This design comes from an exercise in tuning for small area and a short achievable clock period on the open sky130 flow, not from production work.
Function was checked by simulation only, so behaviour that the tests miss may differ from the original.

==> inputs of run a <==
// dit_fft_8
module dit_fft_8(clk,reset,mode,x,y);
  input clk, reset, mode;
  input [255:0] x;
  output reg [255:0] y;
  reg [255:0] b;
  wire [255:0] bnext;
  wire [255:0] ynext;
  wire [15:0] r129s;
  wire [15:0] r129g, r129p;
  wire [15:0] r258s;
  wire [15:0] r258g, r258p;
  wire [15:0] r387s;
  wire [15:0] r387g, r387p;
  wire [15:0] r516s;
  wire [15:0] r516g, r516p;
  wire [15:0] r630s;
  wire [15:0] r630g, r630p;
  wire [15:0] r744s;
  wire [15:0] r744g, r744p;
  wire [15:0] r858s;
  wire [15:0] r858g, r858p;
  wire [15:0] r972s;
  wire [15:0] r972g, r972p;
  wire [15:0] r1101s;
  wire [15:0] r1101g, r1101p;
  wire [15:0] r1230s;
  wire [15:0] r1230g, r1230p;
  wire [15:0] r1359s;
  wire [15:0] r1359g, r1359p;
  wire [15:0] r1488s;
  wire [15:0] r1488g, r1488p;
  wire [15:0] r1602s;
  wire [15:0] r1602g, r1602p;
  wire [15:0] r1716s;
  wire [15:0] r1716g, r1716p;
  wire [15:0] r1830s;
  wire [15:0] r1830g, r1830p;
  wire [15:0] r1944s;
  wire [15:0] r1944g, r1944p;
  wire [15:0] r1945s;
  wire [15:0] r1945g, r1945p;
  wire [15:0] r1946s;
  wire [15:0] r1946g, r1946p;
  wire [15:0] r1947s;
  wire [15:0] r1947g, r1947p;
  wire [15:0] r1948s;
  wire [15:0] r1948g, r1948p;
  wire [15:0] r1949s;
  wire [15:0] r1949g, r1949p;
  wire [15:0] r1950s;
  wire [15:0] r1950g, r1950p;
  wire [15:0] r1951s;
  wire [15:0] r1951g, r1951p;
  wire [15:0] r1952s;
  wire [15:0] r1952g, r1952p;
  wire [15:0] r2705s;
  wire [23:0] r2705g, r2705p;
  wire [15:0] r2754s;
  wire [23:0] r2754g, r2754p;
  wire [15:0] r2881s;
  wire [23:0] r2881g, r2881p;
  wire [15:0] r2960s;
  wire [23:0] r2960g, r2960p;
  wire [15:0] r3087s;
  wire [23:0] r3087g, r3087p;
  wire [15:0] r3166s;
  wire [23:0] r3166g, r3166p;
  wire [15:0] r3299s;
  wire [23:0] r3299g, r3299p;
  wire [15:0] r3384s;
  wire [23:0] r3384g, r3384p;
  wire n1, n2, s3, c4, s5, c6, s7, c8, s9, c10, s11, c12, s13, c14, s15, c16;
  ...
clock: 12.0 ns
lec_check: 0
cap_margin: 20
core_margin: 2
core_utilization: 55
slew_margin: 20
synth_hierarchical: 1
synth_minimum_keep_size: 0
standard.sh (not shown) runs the stock make flow with config.mk's settings and CLKGATE_MAP_FILE= SYNTH_SCRIPT=/design/flow/synth_recipe.tcl, a recipe that flattens the netlist after the stock synthesis.
==> flow/flow/run.sh <==
#!/bin/bash
# Layout: the standard flow's own flow (standard.sh, which runs the standard synthesis and
# ORFS from floorplan to finish) with two changes to how the layout is made:
# the port buffers are sky130_fd_sc_hd__buf_2 cells rather than ORFS's default
# choice, and timing repair aims for a setup slack margin of SETUP_MARGIN ns.
# The clock period and constraints are the standard flow's.  make's output goes to
# standard_flow.log here; ORFS keeps each step's log under orfs/logs/.
set -euo pipefail
SETUP_MARGIN=6.5
bash standard.sh "BUFFER_PORTS_ARGS=-buffer_cell sky130_fd_sc_hd__buf_2" \
  "SETUP_SLACK_MARGIN=$SETUP_MARGIN" finish > standard_flow.log 2>&1
==> run b (differences from run a) <==
--- a/flow/flow/run.sh
+++ b/flow/flow/run.sh
@@ -8,3 +8,3 @@
 set -euo pipefail
-SETUP_MARGIN=6.5
+SETUP_MARGIN=6
 bash standard.sh "BUFFER_PORTS_ARGS=-buffer_cell sky130_fd_sc_hd__buf_2" \
==> run c (differences from run a) <==
--- a/flow/config.mk
+++ b/flow/config.mk
@@ -13 +13,2 @@
 export SYNTH_MINIMUM_KEEP_SIZE = 0
+export TNS_END_PERCENT = 50
==> notes <==
- Non-clock buffer count: run c is higher than run b (103).
- The highest fmax belongs to run c, the lowest to run b.
- Worst setup slack, highest first: run c, run a, run b.
- Synthesized cell count is the same in run c and run b.
- Final cell count: run c > run a > run b.
- Register-to-register slack: run b is worse than run c (0.28 ns).
- Critical path depth: run c is higher than run a (2).
- Worst hold slack is about the same in run a and run b.

-- separate check: timing with driven ports --
The flow's constraints put no driver on any port. The routed layouts listed below were extracted and timed again, unchanged, in two steps.
Step 1: set_driving_cell puts a clkbuf_16 on clk and a buf_2 on each other input, an assumption about the parent block.
Step 2 adds t to the input delays and takes it off the output delays; t is the mean of the earliest and latest rising clock arrival at the registers after step 1. Input paths then give back, and output paths get back, about the clock's delay inside the block.
Slacks: ideal ports / drivers / drivers and shift; pairs: ideal ports / drivers.
run	t, ns	setup slack, ns	hold slack, ns	worst slew at a driven data input, ns
run a	0.738	6.452 / 6.452 / 5.890	0.797 / 0.797 / 0.797	0.16
run b	0.738	6.197 / 6.197 / 5.945	0.797 / 0.797 / 0.797	0.15
run c	0.738	6.481 / 6.481 / 5.924	0.793 / 0.793 / 0.793	0.16
After both steps every run listed still meets setup and hold. For run a, which loses most, drivers alone change the setup slack by 0.000 ns; drivers and shift together by -0.562 ns.
